This design comes from an exercise in tuning for small area on the open sky130 flow, not from production work.
The RTL was checked by simulation tests, not by an equivalence proof against the original design.

==> flow/design.v, too long to show whole: its modules and the start of the top module <==
// module ime_sad_8x8: 1686 lines
// module sad_fa: 10 lines
// module sad_xor: 7 lines
// module sad_ha: 9 lines
module ime_sad_8x8 (
  clk       ,
  rstn      ,
  enable_i  ,
  ori_i     ,
  ref_i     ,
  sad_o
  );
  // ...
==> flow/flow/run.sh <==
#!/bin/bash
# The standard layout, except that:
# - the input and output ports are buffered with the smallest buffer (buf_1)
#   instead of the one buffer_ports picks;
# - pins may sit one routing track apart, so that a smaller die holds them;
# - gates off the critical paths are downsized after global routing
#   (RECOVER_POWER);
# - each pixel's input pins are placed together (flow/io.tcl).
set -euo pipefail
export BUFFER_PORTS_ARGS="-buffer_cell sky130_fd_sc_hd__buf_1"
export PLACE_PINS_ARGS="-min_distance 1 -min_distance_in_tracks"
export RECOVER_POWER=100
export IO_CONSTRAINTS="$PWD/flow/io.tcl"
bash standard.sh > standard.log 2>&1
==> flow/standard.sh <==
#!/bin/bash
# synth_recipe.tcl (not shown) runs the flow's synth.tcl, then flattens the netlist and writes it again
# the make line also repeats each setting of config.mk as NAME=value (left out here)
make -C /OpenROAD-flow-scripts/flow DESIGN_CONFIG=/design/flow/config.mk WORK_HOME=/design/flow/orfs CLKGATE_MAP_FILE= SYNTH_SCRIPT=/design/flow/synth_recipe.tcl "${@:-finish}"
==> flow/config.mk <==
export PLATFORM = sky130hd
export DESIGN_NAME = ime_sad_8x8
export DESIGN_NICKNAME = ime_sad_8x8
export VERILOG_FILES = /design/flow/design.v
export SDC_FILE = /design/flow/constraint.sdc
export NUM_CORES = 4
export LEC_CHECK = 0
export CAP_MARGIN = 20
export CORE_AREA = 5 5 255 255
export CTS_BUF_LIST = sky130_fd_sc_hd__clkbuf_4
export DIE_AREA = 0 0 260 260
export GPL_TIMING_DRIVEN = 0
export SLEW_MARGIN = 20
export SYNTH_HIERARCHICAL = 1
export SYNTH_MINIMUM_KEEP_SIZE = 0
==> flow/constraint.sdc <==
create_clock -name core_clock -period 14.0 [get_ports {clk}]
set_input_delay 2.8000 -clock core_clock [delete_from_list [all_inputs] [get_ports {clk}]]
set_output_delay 2.8000 -clock core_clock [all_outputs]
set_load 0.01 [all_outputs]
Not shown: flow/flow/io.tcl
==> impl_metrics.csv, run 1 <==
group,metric,value,unit
finish,flops_and_latches,14,
sta,report.final.hold_viol_count,0,
outcome,status,"no timing/DRC/antenna violations",
placed_design,routability_congestion,0.987,
worst_setup_path,worst_r2r_endpoint,"sad_o[1]$_DFFE_PN0P_",
placed_design,portBuffers,1040,
hold_path,hp-class,"flop to flop",
synthesis,largest_area_contributor_in_the_netlist,"fa_1",
drt,postRouteAntennaNets,0,
synthesis,syn_nets,4252,
global_route,grt_max_degree,15,
clock_tree,clk_latency,0.27,ns
clock_tree,number_of_setup_buffers_added_after_cts,0,
sta,finalSetupTns,0,ns
finish,area.share.sequential,0.0105,
sta,fin_crit_sh,0.981,
finish,top_register,"sad_o",
worst_setup_path,crit_top_cell,"fa_1",
worst_setup_path,worstRegToRegCells,1,
global_route,grt.busiest_layer,"met2",
synthesis,share_of_the_synthesized_area_in_compound_gates_ao_oa_aoi_oai,0,
global_route,globalRoute.totalOverflow,0,
finish,reg_top3,"sad_o (14)",
finish,mostFrequentLayoutCell,"buf_1",
synthesis,synthFlopType,"dfrtp_1",
hold_path,min_path_cells,1,
synthesis,leading_cell_types_by_count_after_synthesis,"1009 x fa_1, 448 x inv_1, 448 x xnor2_1",
floorplan,floorplan.die_area,67600,sq um
clock_tree,cts_resized,4,
sta,final.hold.worst_slack,0.511,ns
global_route,globalRouteTotalUtil,0.301,
placed_design,dp_slack,-0.352,ns
finish,biggestCellCategory,"multi-input combinational cells",
synthesis,netlist_area,28000,sq um
drt,via_count_of_the_routed_design,19716,
global_route,antenna_found_initial,3,
finish,seqCellArea,350,sq um
clock_tree,clkTransAtPathRegs,0.08,ns
sta,tightest_slew,0.786,ns
synthesis,netlist-cell-type-count,11,
finish,largest_reg_flops,14,
floorplan,tapcell.inserted,837,
==> run 2, diff against run 1 <==
--- a/flow/config.mk
+++ b/flow/config.mk
@@ -8,5 +8,5 @@
 export CAP_MARGIN = 20
-export CORE_AREA = 5 5 255 255
+export CORE_AREA = 5 5 225 225
 export CTS_BUF_LIST = sky130_fd_sc_hd__clkbuf_4
-export DIE_AREA = 0 0 260 260
+export DIE_AREA = 0 0 230 230
 export GPL_TIMING_DRIVEN = 0
==> run 2 against run 1 <==
Compared with the run above: count of clock-buffer cells in the layout unchanged; setup slack worse by 0.046 ns; fmax down 0.33%; synthesized area unchanged; highest routed layer unchanged; still clean on timing, DRC and antenna; critical path type unchanged.
==> impl_metrics.csv, run 2 <==
group,metric,value,unit
clock_tree,clock_tree_from_tritoncts,"built",
finish,layout.nets,5298,
floorplan,design.portCount,1041,
synthesis,synth-async-reset-ratio,1.00,
finish,top_register,"sad_o",
synthesis,share_of_the_synthesized_area_in_compound_gates_ao_oa_aoi_oai,0,
placed_design,hpwlAfterDp,90500,um
clock_tree,clk_latency,0.27,ns
clock_tree,clock_tree.root_cell,"clkbuf_4",
synthesis,postSynthRegisterBits,14,
global_route,via_count_of_the_first_global_routing_pass,24531,
finish,mostFrequentLayoutCell,"buf_1",
worst_setup_path,worstSetupStartpoint,"ref_i[384]",
worst_setup_path,worstRegToRegCells,1,
drt,topRoutingLayerUsed,"met5",
finish,reg_top3,"sad_o (14)",
drt,drc_marker_count_from_the_first_detailed_route_iteration,1048,
clock_tree,htreeDepth,1,
floorplan,floorplan.die_area,52900,sq um
drt,detail_route.wirelength.met1,34600,um
synthesis,synth-edff-count,0,
drt,totalWireLength,93500,um
worst_setup_path,cp_max_fo,2,
sta,report.final.hold_viol_count,0,
finish,most-common-layout-cells,"1032 x buf_1, 961 x fa_1, 448 x inv_1",
floorplan,fp.coreArea,47800,sq um
worst_setup_path,cp_top_family,"adder cells",
sta,finalClockSkew,0,ns
synthesis,leading_cell_types_by_count_after_synthesis,"1009 x fa_1, 448 x inv_1, 448 x xnor2_1",
global_route,globalRouteTotalUtil,0.358,
synthesis,post_synth_main_area_contributors,"fa_1 72%, xnor2_1 14%, inv_1 6.0%",
synthesis,synth_warnings,7,
drt,dr.pass1.iters,21,
hold_path,hp-class,"flop to flop",
sta,final.hold.worst_slack,0.516,ns
drt,remaining_drc_errors,0,
hold_path,timing.hold.worst.start,"sad_o[12]$_DFFE_PN0P_",
worst_setup_path,setup.reg_to_reg.worst_slack,13.22,ns
worst_setup_path,critical_path_class,"primary input to flop",
sta,fin_crit_sh,0.984,
synthesis,netlist.area_leader.share,0.721,
worst_setup_path,end_kind,"flop",
finish,largest_reg_flops,14,
floorplan,die_width,230,um
global_route,globalRoute.totalOverflow,0,
worst_setup_path,worst_r2r_endpoint,"sad_o[7]$_DFFE_PN0P_",
sta,tightest_slew,0.772,ns
placed_design,portBuffers,1040,
global_route,global_route_wire_length_before_repair,141000,um
drt,wl_met2,45700,um
hold_path,min_path_cells,1,
sta,slew_headroom,0.485,
synthesis,largest_area_contributor_in_the_netlist,"fa_1",
finish,drive_above_1_share,0.0447,
clock_tree,hold_buffers,0,
outcome,status,"no timing/DRC/antenna violations",
worst_setup_path,path_depth,27,
floorplan,initial_util,0.585,
synthesis,synth-simple-area-share,0.0229,
synthesis,post-synth-top-count-cell,"fa_1",
worst_setup_path,timing.critical_path.slowest_stage_cell,"fa_2",
synthesis,netlist-cell-type-count,11,
clock_tree,clkTransAtPathRegs,0.08,ns
sta,setup_ws,0.220,ns
flow_run,timing.max_cap.violations,0,
finish,area_delta_synth_final,17.7,%
synthesis,synthFlopType,"dfrtp_1",
floorplan,floorplan.rows,80,
finish,fin_cells,3865,
synthesis,netlist_area,28000,sq um
placed_design,dp_slack,-0.405,ns
global_route,grt_max_degree,15,
clock_tree,clk_path_buf_depth,2,
synthesis,syn_nets,4252,
synthesis,post_synthesis_xor_xnor_area_fraction,0.160,
worst_setup_path,worstPathRequired,14.17,ns
synthesis,synth_top_family_by_area,"adder cells",
hold_path,worst_hold_path.endpoint,"sad_o[12]$_DFFE_PN0P_",
placed_design,dpl.cell_count,3858,
worst_setup_path,cp_num_buf_inv,1,
drt,postRouteAntennaNets,0,
worst_setup_path,crit_top_cell,"fa_1",
worst_setup_path,timing.critical_path.from_type,"primary input",
floorplan,die-height,230,um
global_route,antenna_found_initial,4,
sta,min_period,13.78,ns
drt,dr_wl_met3,8920,um
worst_setup_path,critPathArrivalTime,13.95,ns
worst_setup_path,timing.rr.start,"sad_o[7]$_DFFE_PN0P_",
sta,final-setup-viol-count,0,
drt,wl_per_cell,24.2,um
synthesis,synth_sequential_area_ratio,0.0125,
synthesis,synth.area.mux_share,0.00563,
worst_setup_path,slowest_delay,0.64,ns
drt,via_count_of_the_routed_design,20090,
synthesis,synth.avg_cell_area,12.7,sq um
clock_tree,cts_inserted_buffers,3,
sta,max_freq,72.6,MHz
synthesis,synth_adder_area_share,0.727,
synthesis,synth_cells,2203,
sta,report.final.slew_viol_count,0,
placed_design,routability_congestion,0.964,
sta,finalSetupTns,0,ns
drt,via_per_inst,5.20,
finish,fillerInstances,3711,
clock_tree,tritoncts_num_sinks,14,
==> run 2: cell types whose count changed in the layout (fill, tap and decap cells not counted), sizes merged <==
| cell | before | now |
|---|---|---|
| buf | 1095 | 1089 |
| clkbuf | 15 | 20 |
| diode | 1 | 3 |
==> run 2: worst max-delay path by stage <==
stage	endpoint
floorplan	sad_o[13]$_DFFE_PN0P_
global placement	sad_o[13]$_DFFE_PN0P_
detailed placement	sad_o[13]$_DFFE_PN0P_
CTS	sad_o[13]$_DFFE_PN0P_
global route	sad_o[13]$_DFFE_PN0P_
finish	sad_o[13]$_DFFE_PN0P_
==> run 2: through the flow <==
step / util / cell area, sq um
floorplan: - / 28000
global placement: 0.683 / 32700
detailed placement: 0.683 / 32700
CTS: 0.684 / 32700
global route: 0.689 / 33000
finish: 0.689 / 33000
==> run 2: layout make-up <==
| type | instances | area, sq um | share of cell area |
|---|---|---|---|
| antenna | 3 | 7.51 | 0.000228 |
| buffer | 65 | 372 | 0.0113 |
| clock buffer | 3 | 22.5 | 0.000683 |
| inverter | 448 | 1680 | 0.0510 |
| multi-input combinational | 1676 | 25900 | 0.784 |
| sequential | 14 | 350 | 0.0106 |
| tap | 615 | 769 | 0.0233 |
| timing repair buffer | 1041 | 3910 | 0.119 |
==> run 2: what timing repair did <==
action                     in CTS  in global routing
pin swaps                       0                 15
setup endpoints to repair       1                  2
gates resized for setup         4                 81
setup buffers                   0                  1
==> run 2: modules after synthesis, one instance, submodules excluded <==
module / times used / flip-flops and latches / cells inside
ime_sad_8x8: 1 / 14 / 1117
sad_ha: 13 / 0 / 1
sad_xor: 64 / 0 / 1
sad_fa: 1009 / 0 / 1
==> run 2: kinds of logic (layout without fill, tap and decap cells) <==
| kind of cell | Yosys count | count (layout) |
|---|---|---|
| XOR/XNOR | 512 | 512 |
| multiplexers | 14 | 14 |
| AND/OR/NAND/NOR | 128 | 128 |
| buffers and inverters | 513 | 1557 |
| other | 0 | 3 |
| adder cells (fa/ha/maj) | 1022 | 1022 |
| flip-flops | 14 | 14 |
==> run 2: metal layers <==
layer,vias to the layer above,GRT usage
met5,-,0
met1,10340,0.465
li1,8210,-
met3,278,0.0898
met4,2,0.123
met2,1260,0.599
==> run 3, diff against run 2 <==
--- a/flow/flow/run.sh
+++ b/flow/flow/run.sh
@@ -5,4 +5,2 @@
 # - pins may sit one routing track apart, so that a smaller die holds them;
-# - gates off the critical paths are downsized after global routing
-#   (RECOVER_POWER);
 # - each pixel's input pins are placed together (flow/io.tcl).
@@ -11,3 +9,2 @@
 export PLACE_PINS_ARGS="-min_distance 1 -min_distance_in_tracks"
-export RECOVER_POWER=100
 export IO_CONSTRAINTS="$PWD/flow/io.tcl"
==> run 3 against run 2 <==
Compared with the run above: non-clock buffer count is the same; fmax about the same; cell area did not move; first-iteration DRC count is 12% higher; sequential share of layout area is the same; sequential cell count unchanged; still clean; clock skew stayed put; global-route usage did not move; setup slack got worse by 0.0029 ns; critical endpoint unchanged; critical path type unchanged.
==> impl_metrics.csv, run 3 <==
group,metric,value,unit
synthesis,synth_cells,2203,
finish,most-common-layout-cells,"1039 x buf_1, 961 x fa_1, 448 x inv_1",
clock_tree,clock_tree_from_tritoncts,"built",
placed_design,dp_slack,-0.405,ns
synthesis,largest_area_contributor_in_the_netlist,"fa_1",
finish,area_delta_synth_final,17.7,%
sta,tightest_slew,0.770,ns
outcome,status,"no timing/DRC/antenna violations",
floorplan,design.portCount,1041,
synthesis,synth_sequential_area_ratio,0.0125,
sta,setup_ws,0.217,ns
sta,finalSetupTns,0,ns
synthesis,post_synth_main_area_contributors,"fa_1 72%, xnor2_1 14%, inv_1 6.0%",
global_route,globalRouteTotalUtil,0.358,
drt,drc_marker_count_from_the_first_detailed_route_iteration,1169,
drt,via_per_inst,5.20,
floorplan,floorplan.rows,80,
drt,postRouteAntennaNets,0,
worst_setup_path,timing.critical_path.slowest_stage_cell,"fa_2",
synthesis,synth.avg_cell_area,12.7,sq um
finish,top_register,"sad_o",
synthesis,netlist.area_leader.share,0.721,
worst_setup_path,timing.critical_path.from_type,"primary input",
worst_setup_path,cp_num_buf_inv,1,
drt,remaining_drc_errors,0,
finish,largest_reg_flops,14,
hold_path,hp-class,"flop to flop",
drt,dr.pass1.iters,20,
synthesis,synth_warnings,7,
drt,via_count_of_the_routed_design,20087,
placed_design,hpwlAfterDp,90500,um
hold_path,min_path_cells,1,
finish,design_area,33000,sq um
global_route,global_route_wire_length_before_repair,141000,um
worst_setup_path,setup.reg_to_reg.worst_slack,13.23,ns
worst_setup_path,worstPathRequired,14.17,ns
clock_tree,clk_path_buf_depth,2,
synthesis,syn_nets,4252,
worst_setup_path,worstRegToRegCells,1,
floorplan,die-height,230,um
clock_tree,clock_tree.root_cell,"clkbuf_4",
synthesis,netlist-cell-type-count,11,
worst_setup_path,crit_top_cell,"fa_1",
worst_setup_path,slowest_delay,0.65,ns
placed_design,placed_cell_area,32700,sq um
sta,slew_headroom,0.486,
global_route,antenna_found_initial,4,
hold_path,worst_hold_path.endpoint,"sad_o[9]$_DFFE_PN0P_",
synthesis,synth-async-reset-ratio,1.00,
placed_design,dpl.cell_count,3858,
worst_setup_path,timing.rr.start,"sad_o[7]$_DFFE_PN0P_",
clock_tree,clkTransAtPathRegs,0.08,ns
global_route,via_count_of_the_first_global_routing_pass,24531,
sta,fin_crit_sh,0.985,
worst_setup_path,cp_top_family,"adder cells",
synthesis,post-synth-top-count-cell,"fa_1",
sta,min_period,13.78,ns
clock_tree,tritoncts_num_sinks,14,
worst_setup_path,critPathArrivalTime,13.95,ns
synthesis,netlist_area,28000,sq um
finish,mostFrequentLayoutCell,"buf_1",
clock_tree,clk_latency,0.27,ns
synthesis,leading_cell_types_by_count_after_synthesis,"1009 x fa_1, 448 x inv_1, 448 x xnor2_1",
floorplan,fp.coreArea,47800,sq um
sta,report.final.slew_viol_count,0,
worst_setup_path,critical_path_class,"primary input to flop",
drt,totalWireLength,93600,um
global_route,grt_max_degree,15,
sta,final-setup-viol-count,0,
worst_setup_path,worstSetupStartpoint,"ref_i[384]",
synthesis,synth-edff-count,0,
finish,reg_top3,"sad_o (14)",
sta,finalClockSkew,0,ns
worst_setup_path,end_kind,"flop",
hold_path,timing.hold.worst.start,"sad_o[9]$_DFFE_PN0P_",
finish,drive_above_1_share,0.0447,
floorplan,die_width,230,um
flow_run,timing.max_cap.violations,0,
sta,report.final.hold_viol_count,0,
global_route,globalRoute.totalOverflow,0,
floorplan,floorplan.die_area,52900,sq um
finish,fin_cells,3865,
placed_design,routability_congestion,0.964,
drt,wl_per_cell,24.2,um
worst_setup_path,cp_max_fo,2,
clock_tree,cts_inserted_buffers,3,
clock_tree,htreeDepth,1,
sta,max_freq,72.6,MHz
floorplan,initial_util,0.585,
synthesis,postSynthRegisterBits,14,
synthesis,synthFlopType,"dfrtp_1",
placed_design,portBuffers,1040,
worst_setup_path,worst_r2r_endpoint,"sad_o[7]$_DFFE_PN0P_",
finish,layout.nets,5298,
## run 3: cell type report
type	instances	area [sq um]
clock buffers	3	22.5
fillers	3711	14900
multi-input cells	1676	25900
plain buffers	65	372
well taps	615	769
flip-flops and latches	14	350
diodes	3	7.51
repair buffers	1041	3910
inverters	448	1680
## run 3: through the flow
stage,utilization,hold slack (ns)
finish,0.689,0.516
global route,0.689,0.528
floorplan,-,0.551
global placement,0.683,0.494
CTS,0.684,0.515
detailed placement,0.683,0.497
## run 3: what timing repair did
action,in CTS,in global routing
hold buffers,0,0
resized for setup,4,81
gates cloned,0,0
setup endpoints to repair,1,2
buffers inserted,0,1
pin swaps,0,15
## run 3: layer usage
layer  share of wire  routed length [um]  vias to the layer above  track usage
met3           0.097                9060                      286       0.0898
met5         0.00014                  13                        -            0
met2            0.49               45600                     1258        0.599
met4           0.046                4340                        2        0.123
met1            0.37               34600                    10330        0.465
li1                -                   -                     8211            -
## run 3: modules after synthesis, one instance, submodules excluded
module       flops+latches  cells inside  times used
sad_xor                  0             1          64
sad_ha                   0             1          13
ime_sad_8x8             14          1117           1
sad_fa                   0             1        1009
## run 3: kinds of logic (layout without fill, tap and decap cells)
| group | count (synthesis) | in the layout | share of synthesized area |
|---|---|---|---|
| XOR/XNOR | 512 | 512 | 0.160 |
| adder cells (fa/ha/maj) | 1022 | 1022 | 0.727 |
| buffers and inverters | 513 | 1557 | 0.0719 |
| flip-flops | 14 | 14 | 0.0125 |
| multiplexers | 14 | 14 | 0.00563 |
| other | 0 | 3 | 0 |
| AND/OR/NAND/NOR | 128 | 128 | 0.0229 |
## run 3: worst max-delay path by stage
| stage | depth (start not counted) | to | slack (ns) |
|---|---|---|---|
| 3_5_place_dp | 27 | sad_o[13]$_DFFE_PN0P_ | -0.41 |
| 4_1_cts | 27 | sad_o[13]$_DFFE_PN0P_ | 0.008 |
| 2_1_floorplan | 29 | sad_o[13]$_DFFE_PN0P_ | 0.50 |
| 6_report | 27 | sad_o[13]$_DFFE_PN0P_ | 0.22 |
| 5_1_grt | 30 | sad_o[13]$_DFFE_PN0P_ | -0.002 |
| 3_3_place_gp | 27 | sad_o[13]$_DFFE_PN0P_ | -0.23 |
==> run 4, diff against run 3 <==
--- a/flow/flow/run.sh
+++ b/flow/flow/run.sh
@@ -5,2 +5,4 @@
 # - pins may sit one routing track apart, so that a smaller die holds them;
+# - timing repair only removes buffers, sizes up and swaps pins
+#   (SETUP_MOVE_SEQUENCE);
 # - each pixel's input pins are placed together (flow/io.tcl).
@@ -9,2 +11,3 @@
 export PLACE_PINS_ARGS="-min_distance 1 -min_distance_in_tracks"
+export SETUP_MOVE_SEQUENCE="unbuffer,sizeup,swap"
 export IO_CONSTRAINTS="$PWD/flow/io.tcl"
==> run 4 against run 3 <==
Compared with the run above: utilization about the same; via count fell by 0.13%; die area unchanged; non-clock buffer count shrank 1; final cell count barely moved; critical path depth did not move; first-iteration DRC count is 3.4% lower; critical endpoint unchanged.
==> impl_metrics.csv, run 4 <==
group,metric,value,unit
worst_setup_path,worstPathRequired,14.17,ns
worst_setup_path,path_depth,27,
synthesis,post_synth_main_area_contributors,"fa_1 72%, xnor2_1 14%, inv_1 6.0%",
placed_design,portBuffers,1040,
sta,slew_headroom,0.488,
drt,drc_marker_count_from_the_first_detailed_route_iteration,1129,
drt,postRouteAntennaNets,0,
sta,finalSetupTns,0,ns
worst_setup_path,cp_top_family,"adder cells",
finish,design_area,33000,sq um
synthesis,netlist_area,28000,sq um
finish,top_register,"sad_o",
drt,dr.pass1.iters,21,
synthesis,netlist.area_leader.share,0.721,
clock_tree,htreeDepth,1,
finish,drive_above_1_share,0.0444,
clock_tree,clkTransAtPathRegs,0.08,ns
synthesis,postSynthRegisterBits,14,
floorplan,floorplan.rows,80,
drt,via_per_inst,5.19,
finish,area_delta_synth_final,17.7,%
synthesis,largest_area_contributor_in_the_netlist,"fa_1",
floorplan,floorplan.die_area,52900,sq um
sta,final-setup-viol-count,0,
finish,mostFrequentLayoutCell,"buf_1",
synthesis,netlist-cell-type-count,11,
clock_tree,hold_buffers,0,
sta,min_period,13.79,ns
sta,setup_ws,0.214,ns
drt,via_count_of_the_routed_design,20061,
worst_setup_path,critPathArrivalTime,13.95,ns
worst_setup_path,critical_path_class,"primary input to flop",
worst_setup_path,cp_max_fo,2,
worst_setup_path,timing.critical_path.from_type,"primary input",
drt,remaining_drc_errors,0,
sta,finalClockSkew,0,ns
synthesis,synthFlopType,"dfrtp_1",
synthesis,synth-async-reset-ratio,1.00,
worst_setup_path,crit_top_cell,"fa_1",
worst_setup_path,timing.critical_path.slowest_stage_cell,"fa_2",
global_route,via_count_of_the_first_global_routing_pass,24531,
worst_setup_path,slowest_delay,0.64,ns
finish,postLayoutCoreUtil,0.689,
placed_design,hpwlAfterDp,90500,um
clock_tree,clock_tree.root_cell,"clkbuf_4",
clock_tree,clk_latency,0.27,ns
finish,layout.nets,5297,
floorplan,initial_util,0.585,
worst_setup_path,worst_r2r_endpoint,"sad_o[7]$_DFFE_PN0P_",
floorplan,die-height,230,um
sta,tightest_slew,0.767,ns
worst_setup_path,worstRegToRegCells,1,
worst_setup_path,worstSetupStartpoint,"ref_i[384]",
global_route,globalRoute.totalOverflow,0,
placed_design,dpl.cell_count,3858,
floorplan,die_width,230,um
global_route,grt_max_degree,15,
synthesis,synth-edff-count,0,
worst_setup_path,setup.reg_to_reg.worst_slack,13.23,ns
synthesis,post-synth-top-count-cell,"fa_1",
clock_tree,number_of_setup_buffers_added_after_cts,0,
synthesis,leading_cell_types_by_count_after_synthesis,"1009 x fa_1, 448 x inv_1, 448 x xnor2_1",
sta,report.final.slew_viol_count,0,
placed_design,placed_cell_area,32700,sq um
floorplan,design.portCount,1041,
sta,fin_crit_sh,0.985,
hold_path,hp-class,"flop to flop",
sta,report.final.hold_viol_count,0,
synthesis,synth_warnings,7,
synthesis,synth_cells,2203,
worst_setup_path,cp_num_buf_inv,1,
finish,fin_cells,3864,
global_route,antenna_found_initial,4,
synthesis,synth_sequential_area_ratio,0.0125,
clock_tree,clk_path_buf_depth,2,
worst_setup_path,end_kind,"flop",
outcome,status,"no timing/DRC/antenna violations",
sta,final.hold.worst_slack,0.515,ns
finish,largest_reg_flops,14,
global_route,globalRouteTotalUtil,0.358,
drt,totalWireLength,93700,um
floorplan,fp.coreArea,47800,sq um
placed_design,routability_congestion,0.964,
drt,wl_per_cell,24.3,um
sta,max_freq,72.5,MHz
synthesis,synth.avg_cell_area,12.7,sq um
finish,most-common-layout-cells,"1039 x buf_1, 961 x fa_1, 448 x inv_1",
worst_setup_path,timing.rr.start,"sad_o[7]$_DFFE_PN0P_",
placed_design,dp_slack,-0.405,ns
clock_tree,tritoncts_num_sinks,14,
global_route,global_route_wire_length_before_repair,141000,um
clock_tree,cts_inserted_buffers,3,
worst_setup_path,crit_end,"sad_o[13]$_DFFE_PN0P_",
flow_run,timing.max_cap.violations,0,
finish,reg_top3,"sad_o (14)",
clock_tree,clock_tree_from_tritoncts,"built",
synthesis,syn_nets,4252,
-- run 4: cell types whose count changed in the layout (fill, tap and decap cells not counted) --
cell and delta:
buf_4 -1
-- run 4: layout make-up --
cell class                 instances  area (sq um)
multi-input combinational       1676         25900
sequential                        14           350
antenna                            3          7.51
inverter                         448          1680
buffer                            65           372
fill                            3711         14900
clock buffer                       3          22.5
timing repair buffer            1040          3910
tap                              615           769
-- run 4: layer usage --
metal,global-route usage,vias to the layer above,part of all wire,routed length [um]
met5,0,-,0.00014,13
met1,0.465,10318,0.37,34700
li1,-,8207,-,-
met4,0.123,2,0.045,4250
met3,0.0898,284,0.096,9010
met2,0.599,1250,0.49,45700
-- run 4: logic make-up after synthesis --
family                     count (synthesis)  synth area share
xor gates and xnor gates                 512             0.160
adders and majority gates               1022             0.727
buffers and inverters                    513            0.0719
DFF                                       14            0.0125
muxes                                     14           0.00563
and+or+nand+nor                          128            0.0229
-- run 4: what timing repair did --
item	CTS	global route
endpoints found under the setup margin	1	2
cloned	0	0
pin swaps	0	16
resized for setup	4	81
-- run 4: worst min-delay path by stage --
| stage | cells after the start | endpoint | slack, ns | start |
|---|---|---|---|---|
| 3_3_place_gp | 1 | sad_o[7]$_DFFE_PN0P_ | 0.49 | sad_o[7]$_DFFE_PN0P_ |
| 5_1_grt | 1 | sad_o[12]$_DFFE_PN0P_ | 0.53 | sad_o[12]$_DFFE_PN0P_ |
| 4_1_cts | 1 | sad_o[9]$_DFFE_PN0P_ | 0.52 | sad_o[9]$_DFFE_PN0P_ |
| 3_5_place_dp | 1 | sad_o[9]$_DFFE_PN0P_ | 0.50 | sad_o[9]$_DFFE_PN0P_ |
| 2_1_floorplan | 1 | sad_o[0]$_DFFE_PN0P_ | 0.55 | sad_o[0]$_DFFE_PN0P_ |
| 6_report | 1 | sad_o[12]$_DFFE_PN0P_ | 0.51 | sad_o[12]$_DFFE_PN0P_ |
-- run 4: per-module statistics from Yosys (local to each module, per instance) --
module / cell area (sq um) / copies in the design / flip-flops and latches
ime_sad_8x8: 7090 / 1 / 14
sad_ha: 12.5 / 13 / 0
sad_xor: 8.76 / 64 / 0
sad_fa: 20.0 / 1009 / 0
==> run 5, diff against run 4 <==
==> flow/flow/run.sh (replaced) <==
#!/bin/bash
# The standard layout, except that:
# - the input and output ports are buffered with the smallest buffer (buf_1)
#   instead of the one buffer_ports picks;
# - pins may sit one routing track apart, so that a smaller die holds them;
# - each pixel's input pins are placed together (flow/io.tcl);
# - synthesis's buffers are removed before global placement (flow/pre_gpl.tcl).
set -euo pipefail
export BUFFER_PORTS_ARGS="-buffer_cell sky130_fd_sc_hd__buf_1"
export PLACE_PINS_ARGS="-min_distance 1 -min_distance_in_tracks"
export IO_CONSTRAINTS="$PWD/flow/io.tcl"
export PRE_GLOBAL_PLACE_TCL="$PWD/flow/pre_gpl.tcl"
bash standard.sh > standard.log 2>&1
==> flow/flow/pre_gpl.tcl (new file) <==
# Take out the buffers that synthesis (abc) put in, before the ports are
# buffered and the design is placed; repair_design puts back those it needs.
remove_buffers
--- a/flow/config.mk
+++ b/flow/config.mk
@@ -8,5 +8,5 @@
 export CAP_MARGIN = 20
-export CORE_AREA = 5 5 225 225
+export CORE_AREA = 5 5 255 255
 export CTS_BUF_LIST = sky130_fd_sc_hd__clkbuf_4
-export DIE_AREA = 0 0 230 230
+export DIE_AREA = 0 0 260 260
 export GPL_TIMING_DRIVEN = 0
==> run 5 against run 4 <==
Compared with the run above: highest routed layer unchanged; setup slack got worse by 0.032 ns; utilization is 15 points lower; worst hold slack improved by 0.0035 ns; synthesized area stayed put; critical path type unchanged; sequential share of layout area is essentially flat; count of clock-buffer cells in the layout unchanged; first-iteration DRC count grew 8.2%.
==> impl_metrics.csv, run 5 <==
group,metric,value,unit
outcome,status,"no timing/DRC/antenna violations",
worst_setup_path,end_kind,"flop",
worst_setup_path,timing.critical_path.from_type,"primary input",
worst_setup_path,worst_r2r_endpoint,"sad_o[6]$_DFFE_PN0P_",
worst_setup_path,timing.rr.start,"sad_o[6]$_DFFE_PN0P_",
clock_tree,clk_latency,0.28,ns
worst_setup_path,worstRegToRegCells,1,
clock_tree,clock_tree_from_tritoncts,"built",
synthesis,synth-edff-count,0,
drt,dr.pass1.iters,16,
clock_tree,clock_tree.root_cell,"clkbuf_4",
drt,wl_met2,47300,um
worst_setup_path,worstSetupStartpoint,"ori_i[384]",
worst_setup_path,cp_top_family,"adder cells",
synthesis,synthFlopType,"dfrtp_1",
sta,final-setup-viol-count,0,
worst_setup_path,slowest_delay,0.63,ns
synthesis,leading_cell_types_by_count_after_synthesis,"1009 x fa_1, 448 x inv_1, 448 x xnor2_1",
sta,tightest_slew,0.793,ns
clock_tree,htreeDepth,1,
worst_setup_path,cp_max_fo,6,
finish,design_area,33600,sq um
floorplan,die_width,260,um
drt,topRoutingLayerUsed,"met5",
synthesis,netlist.area_leader.share,0.721,
synthesis,netlist_area,28000,sq um
global_route,global_route_wire_length_before_repair,148000,um
placed_design,hpwlAfterDp,98900,um
synthesis,netlist-cell-type-count,11,
synthesis,synth.area.mux_share,0.00563,
global_route,via_count_of_the_first_global_routing_pass,23743,
sta,slew_headroom,0.471,
sta,finalClockSkew,0,ns
global_route,globalRouteTotalUtil,0.301,
worst_setup_path,setup.reg_to_reg.worst_slack,13.23,ns
sta,final.hold.worst_slack,0.518,ns
drt,totalWireLength,103000,um
worst_setup_path,crit_end,"sad_o[13]$_DFFE_PN0P_",
worst_setup_path,worstPathRequired,14.16,ns
floorplan,floorplan.rows,91,
worst_setup_path,critical_path_class,"primary input to flop",
sta,fin_crit_sh,0.987,
finish,most-common-layout-cells,"1037 x buf_1, 915 x fa_1, 448 x inv_1",
drt,via_per_inst,4.84,
drt,postRouteAntennaNets,0,
finish,mostFrequentLayoutCell,"buf_1",
sta,min_period,13.82,ns
finish,postLayoutCoreUtil,0.544,
synthesis,synth_top_family_by_area,"adder cells",
synthesis,share_of_the_synthesized_area_in_compound_gates_ao_oa_aoi_oai,0,
clock_tree,tritoncts_num_sinks,14,
worst_setup_path,critPathArrivalTime,13.98,ns
clock_tree,clk_path_buf_depth,2,
flow_run,timing.max_cap.violations,0,
floorplan,design.portCount,1041,
floorplan,initial_util,0.453,
worst_setup_path,timing.critical_path.slowest_stage_cell,"fa_2",
drt,remaining_drc_errors,0,
floorplan,die-height,260,um
finish,layout.nets,5306,
synthesis,synth_cells,2203,
floorplan,floorplan.die_area,67600,sq um
hold_path,hp-class,"flop to flop",
sta,report.final.slew_viol_count,0,
synthesis,synth-async-reset-ratio,1.00,
global_route,grt_max_degree,15,
finish,area_delta_synth_final,20.0,%
placed_design,placed_cell_area,32600,sq um
synthesis,synth.avg_cell_area,12.7,sq um
global_route,globalRoute.totalOverflow,0,
worst_setup_path,path_depth,29,
clock_tree,clkTransAtPathRegs,0.08,ns
synthesis,postSynthRegisterBits,14,
clock_tree,hold_buffers,0,
worst_setup_path,crit_top_cell,"fa_1",
drt,drc_marker_count_from_the_first_detailed_route_iteration,1222,
global_route,antenna_found_initial,7,
finish,reg_top3,"sad_o (14)",
synthesis,synth-simple-area-share,0.0229,
synthesis,synth_warnings,7,
clock_tree,cts_inserted_buffers,3,
drt,wl_per_cell,25.1,um
synthesis,post-synth-top-count-cell,"fa_1",
drt,detail_route.wirelength.met1,42900,um
sta,report.final.hold_viol_count,0,
floorplan,fp.coreArea,61800,sq um
finish,drive_above_1_share,0.0639,
worst_setup_path,cp_num_buf_inv,1,
synthesis,synth_sequential_area_ratio,0.0125,
synthesis,syn_nets,4252,
synthesis,post_synthesis_xor_xnor_area_fraction,0.160,
placed_design,portBuffers,1040,
drt,dr_wl_met3,9590,um
synthesis,synth_adder_area_share,0.727,
sta,max_freq,72.4,MHz
synthesis,post_synth_main_area_contributors,"fa_1 72%, xnor2_1 14%, inv_1 6.0%",
synthesis,largest_area_contributor_in_the_netlist,"fa_1",
finish,top_register,"sad_o",
finish,largest_reg_flops,14,
drt,via_count_of_the_routed_design,19837,
finish,fillerInstances,5565,
placed_design,routability_congestion,1.00,
run 5: cell counts after synthesis:
Identical to the previous run, type by type.
run 5: final cells by class:
class	count	area, sq um	share of cell area
inverter	448	1680	0.0500
multi-input combinational	1676	26000	0.775
clock buffer	3	22.5	0.000670
sequential	14	350	0.0104
antenna	4	10.0	0.000298
tap	837	1050	0.0311
timing repair buffer	1114	4460	0.133
run 5: worst min path at each step:
stage	startpoint	end	slack [ns]	depth (start not counted)
after global placement	sad_o[13]$_DFFE_PN0P_	sad_o[13]$_DFFE_PN0P_	0.50	1
after floorplan	sad_o[0]$_DFFE_PN0P_	sad_o[0]$_DFFE_PN0P_	0.55	1
after global routing	sad_o[1]$_DFFE_PN0P_	sad_o[1]$_DFFE_PN0P_	0.54	1
final	sad_o[1]$_DFFE_PN0P_	sad_o[1]$_DFFE_PN0P_	0.52	1
after detailed placement	sad_o[0]$_DFFE_PN0P_	sad_o[0]$_DFFE_PN0P_	0.50	1
after CTS	sad_o[13]$_DFFE_PN0P_	sad_o[13]$_DFFE_PN0P_	0.52	1
run 5: what timing repair did:
item                       4_1_cts  5_1_grt
setup buffers                    1       73
resized for setup               19      100
pin swaps                        1       34
setup endpoints to repair        1        2
run 5: routing by layer:
layer / vias up / GRT usage
li1: 8232 / -
met1: 10193 / 0.427
met3: 204 / 0.0693
met5: - / 0
met4: 8 / 0.0640
met2: 1200 / 0.482
run 5: per-stage QoR:
step                worst slack (ns)  setup TNS, ns  std cells
finish                         0.182              0       4096
global route                 -0.0392        -0.0392       4095
CTS                         0.000966              0       4019
detailed placement            -0.445         -0.699       4015
global placement              -0.312         -0.445       4015
floorplan                      0.495              0       2203
run 5: modules after synthesis (local to each module, per instance):
| module | cells inside | copies in the design | flip-flops and latches |
|---|---|---|---|
| ime_sad_8x8 | 1117 | 1 | 14 |
| sad_fa | 1 | 1009 | 0 |
| sad_ha | 1 | 13 | 0 |
| sad_xor | 1 | 64 | 0 |
run 5: kinds of logic after synthesis:
| family | Yosys count |
|---|---|
| buf+inv | 513 |
| mux | 14 |
| xor+xnor | 512 |
| simple gates | 128 |
| flops | 14 |
| fa+ha+maj | 1022 |
==> run 6, diff against run 5 <==
==> flow/flow/run.sh (replaced) <==
#!/bin/bash
# The standard layout, except that:
# - the input and output ports are buffered with the smallest buffer (buf_1)
#   instead of the one buffer_ports picks;
# - pins may sit one routing track apart, so that a smaller die holds them;
# - synthesis buffers are removed before global placement (flow/pre_gpl.tcl)
#   and timing repair only sizes up and swaps pins (SETUP_MOVE_SEQUENCE);
# - each pixel's input pins are placed together (flow/io.tcl).
set -euo pipefail
export BUFFER_PORTS_ARGS="-buffer_cell sky130_fd_sc_hd__buf_1"
export PLACE_PINS_ARGS="-min_distance 1 -min_distance_in_tracks"
export SETUP_MOVE_SEQUENCE="sizeup,swap"
export PRE_GLOBAL_PLACE_TCL="$PWD/flow/pre_gpl.tcl"
export IO_CONSTRAINTS="$PWD/flow/io.tcl"
bash standard.sh > standard.log 2>&1
--- a/flow/config.mk
+++ b/flow/config.mk
@@ -8,5 +8,5 @@
 export CAP_MARGIN = 20
-export CORE_AREA = 5 5 255 255
+export CORE_AREA = 5 5 225 225
 export CTS_BUF_LIST = sky130_fd_sc_hd__clkbuf_4
-export DIE_AREA = 0 0 260 260
+export DIE_AREA = 0 0 230 230
 export GPL_TIMING_DRIVEN = 0
==> run 6 against run 5 <==
Compared with the run above: still clean; register-to-register slack barely moved; global-route usage rose by 5.5 points; non-clock buffer count fell by 74; utilization rose by 14 points; clock skew did not move; critical path depth fell by 2; synthesized area did not move; wire length fell by 9.4%; final cell count fell by 7.3%; sequential share of layout area barely moved; via count rose by 0.45%; critical path type unchanged.
==> impl_metrics.csv, run 6 <==
group,metric,value,unit
synthesis,synth-edff-count,0,
floorplan,die-height,230,um
sta,slew_headroom,0.466,
worst_setup_path,worstRegToRegCells,1,
worst_setup_path,critPathArrivalTime,13.92,ns
drt,drc_marker_count_from_the_first_detailed_route_iteration,1117,
floorplan,initial_util,0.585,
finish,largest_reg_flops,14,
hold_path,hp-class,"flop to flop",
drt,totalWireLength,93300,um
floorplan,fp.coreArea,47800,sq um
synthesis,netlist-cell-type-count,11,
worst_setup_path,critical_path_class,"primary input to flop",
clock_tree,clk_path_buf_depth,2,
synthesis,synth-async-reset-ratio,1.00,
synthesis,post_synth_main_area_contributors,"fa_1 72%, xnor2_1 14%, inv_1 6.0%",
finish,drive_above_1_share,0.0346,
drt,wl_per_cell,24.6,um
finish,fillerInstances,3731,
worst_setup_path,cp_top_family,"adder cells",
drt,via_count_of_the_routed_design,19926,
clock_tree,clock_tree.root_cell,"clkbuf_4",
worst_setup_path,timing.critical_path.slowest_stage_cell,"fa_2",
floorplan,floorplan.die_area,52900,sq um
synthesis,post-synth-top-count-cell,"fa_1",
clock_tree,tritoncts_num_sinks,14,
sta,final-setup-viol-count,0,
clock_tree,htreeDepth,1,
global_route,via_count_of_the_first_global_routing_pass,23990,
global_route,globalRouteTotalUtil,0.356,
placed_design,hpwlAfterDp,89900,um
worst_setup_path,cp_num_buf_inv,1,
global_route,antenna_found_initial,1,
worst_setup_path,worstPathRequired,14.17,ns
finish,top_register,"sad_o",
global_route,global_route_wire_length_before_repair,139000,um
worst_setup_path,worst_r2r_endpoint,"sad_o[13]$_DFFE_PN0P_",
sta,tightest_slew,0.801,ns
hold_path,min_path_cells,1,
placed_design,dp_slack,-0.348,ns
worst_setup_path,timing.critical_path.from_type,"primary input",
flow_run,timing.max_cap.violations,0,
placed_design,portBuffers,1040,
finish,postLayoutCoreUtil,0.683,
sta,report.final.hold_viol_count,0,
finish,layout.nets,5232,
drt,remaining_drc_errors,0,
synthesis,synth_cells,2203,
finish,multi_input_area,26000,sq um
synthesis,netlist.area_leader.share,0.721,
worst_setup_path,crit_top_cell,"fa_1",
drt,postRouteAntennaNets,0,
sta,final.hold.worst_slack,0.510,ns
clock_tree,hold_buffers,0,
synthesis,synth.avg_cell_area,12.7,sq um
finish,reg_top3,"sad_o (14)",
finish,mostFrequentLayoutCell,"buf_1",
synthesis,synth_sequential_area_ratio,0.0125,
clock_tree,number_of_setup_buffers_added_after_cts,0,
finish,area_delta_synth_final,16.7,%
finish,most-common-layout-cells,"1040 x buf_1, 931 x fa_1, 448 x inv_1",
hold_path,timing.hold.worst.start,"sad_o[7]$_DFFE_PN0P_",
drt,via_per_inst,5.25,
placed_design,routability_congestion,0.983,
sta,max_freq,72.7,MHz
worst_setup_path,timing.rr.start,"sad_o[13]$_DFFE_PN0P_",
floorplan,design.portCount,1041,
sta,report.final.slew_viol_count,0,
sta,setup_ws,0.251,ns
sta,fin_crit_sh,0.982,
synthesis,synthFlopType,"dfrtp_1",
global_route,grt_max_degree,15,
synthesis,largest_area_contributor_in_the_netlist,"fa_1",
hold_path,worst_hold_path.endpoint,"sad_o[7]$_DFFE_PN0P_",
sta,min_period,13.75,ns
clock_tree,cts_inserted_buffers,3,
worst_setup_path,slowest_delay,0.64,ns
outcome,status,"no timing/DRC/antenna violations",
worst_setup_path,setup.reg_to_reg.worst_slack,13.23,ns
worst_setup_path,cp_max_fo,2,
synthesis,postSynthRegisterBits,14,
clock_tree,clk_latency,0.28,ns
synthesis,syn_nets,4252,
sta,finalClockSkew,0,ns
synthesis,netlist_area,28000,sq um
floorplan,floorplan.rows,80,
clock_tree,clkTransAtPathRegs,0.08,ns
finish,seqCellArea,350,sq um
clock_tree,clock_tree_from_tritoncts,"built",
sta,rsz0062_at_grt,"no",
floorplan,die_width,230,um
synthesis,synth_warnings,7,
drt,dr.pass1.iters,23,
global_route,globalRoute.totalOverflow,0,
synthesis,leading_cell_types_by_count_after_synthesis,"1009 x fa_1, 448 x inv_1, 448 x xnor2_1",
worst_setup_path,end_kind,"flop",
-- run 6: cell counts after synthesis --
Identical to the previous run, type by type.
-- run 6: area by class of cell --
cell class | count | area share
antenna | 1 | 0.0000766
clock buffer | 3 | 0.000689
inverter | 448 | 0.0515
multi-input combinational | 1676 | 0.794
sequential | 14 | 0.0107
tap | 615 | 0.0235
timing repair buffer | 1040 | 0.119
-- run 6: what timing repair did --
item | CTS | global route
gates resized for setup | 1 | 92
hold endpoints to repair | 0 | 0
endpoints found under the setup margin | 1 | 2
pin swaps | 0 | 17
-- run 6: layer usage --
| layer | share of wire | wire length, um | up-vias | GRT usage |
|---|---|---|---|---|
| li1 | - | - | 8075 | - |
| met1 | 0.37 | 34900 | 10397 | 0.470 |
| met2 | 0.49 | 46000 | 1207 | 0.598 |
| met3 | 0.092 | 8600 | 247 | 0.0780 |
| met4 | 0.040 | 3770 | 0 | 0.112 |
| met5 | 0 | 0 | - | 0 |
-- run 6: logic make-up (layout without fill, tap and decap cells) --
logic type                 count (synthesis)  count (layout)  share of synthesized area
DFF                                       14              14                     0.0125
adders and majority gates               1022            1022                      0.727
muxes                                     14              14                    0.00563
xor gates and xnor gates                 512             512                      0.160
other                                      0               1                          0
and+or+nand+nor                          128             128                     0.0229
buffers and inverters                    513            1491                     0.0719
-- run 6: worst max-delay path by stage --
stage	startpoint	to	slack (ns)	cells after the start
CTS	ref_i[392]	sad_o[13]$_DFFE_PN0P_	0.002	27
global placement	ori_i[392]	sad_o[13]$_DFFE_PN0P_	-0.21	29
floorplan	ori_i[392]	sad_o[13]$_DFFE_PN0P_	0.50	29
global route	ori_i[192]	sad_o[13]$_DFFE_PN0P_	0.002	29
finish	ref_i[376]	sad_o[13]$_DFFE_PN0P_	0.25	27
detailed placement	ori_i[392]	sad_o[13]$_DFFE_PN0P_	-0.35	29
-- run 6: modules after synthesis, one instance, submodules excluded --
module       cells inside  copies in the design  area, sq um  flops+latches
sad_xor                 1                    64         8.76              0
sad_ha                  1                    13         12.5              0
ime_sad_8x8          1117                     1         7090             14
sad_fa                  1                  1009         20.0              0
-- run 6: per-stage QoR --
step / std cells / cell area [sq um] / TNS (ns)
detailed placement: 3793 / 32300 / -0.509
CTS: 3796 / 32400 / 0
global placement: 3793 / 32300 / -0.251
global route: 3797 / 32700 / 0
floorplan: 2203 / 28000 / 0
finish: 3797 / 32700 / 0

what the ideal ports hide:
No port has a modelled driver above. Below, the same layouts with a new extraction and two added sets of constraints. Step 1 sets driving cells, clkbuf_16 on the clock port and buf_2 on the other inputs (assumed; they add their load-dependent delay and slew). Step 2, shift: input delay + t, output delay - t, t = (earliest + latest rising clock arrival at the registers) / 2. This alone moves slack from input paths to output paths. Three values: no drivers, after step 1, after step 2; two values: the first two.
| run | t (ns) | setup slack, ns | worst slew at a driven data input, ns |
|---|---|---|---|
| run 1 | 0.301 | 0.265 / 0.268 / -0.034 | 0.11 |
| run 2 | 0.305 | 0.220 / 0.218 / -0.087 | 0.10 |
| run 3 | 0.305 | 0.217 / 0.215 / -0.091 | 0.10 |
| run 4 | 0.305 | 0.214 / 0.213 / -0.092 | 0.10 |
| run 5 | 0.304 | 0.182 / 0.186 / -0.118 | 0.12 |
| run 6 | 0.308 | 0.251 / 0.258 / -0.050 | 0.11 |
With both steps, setup timing fails in every run listed, where it was met with ideal ports. For run 3, which loses most, drivers alone change the setup slack by -0.002 ns; drivers and shift together by -0.308 ns.
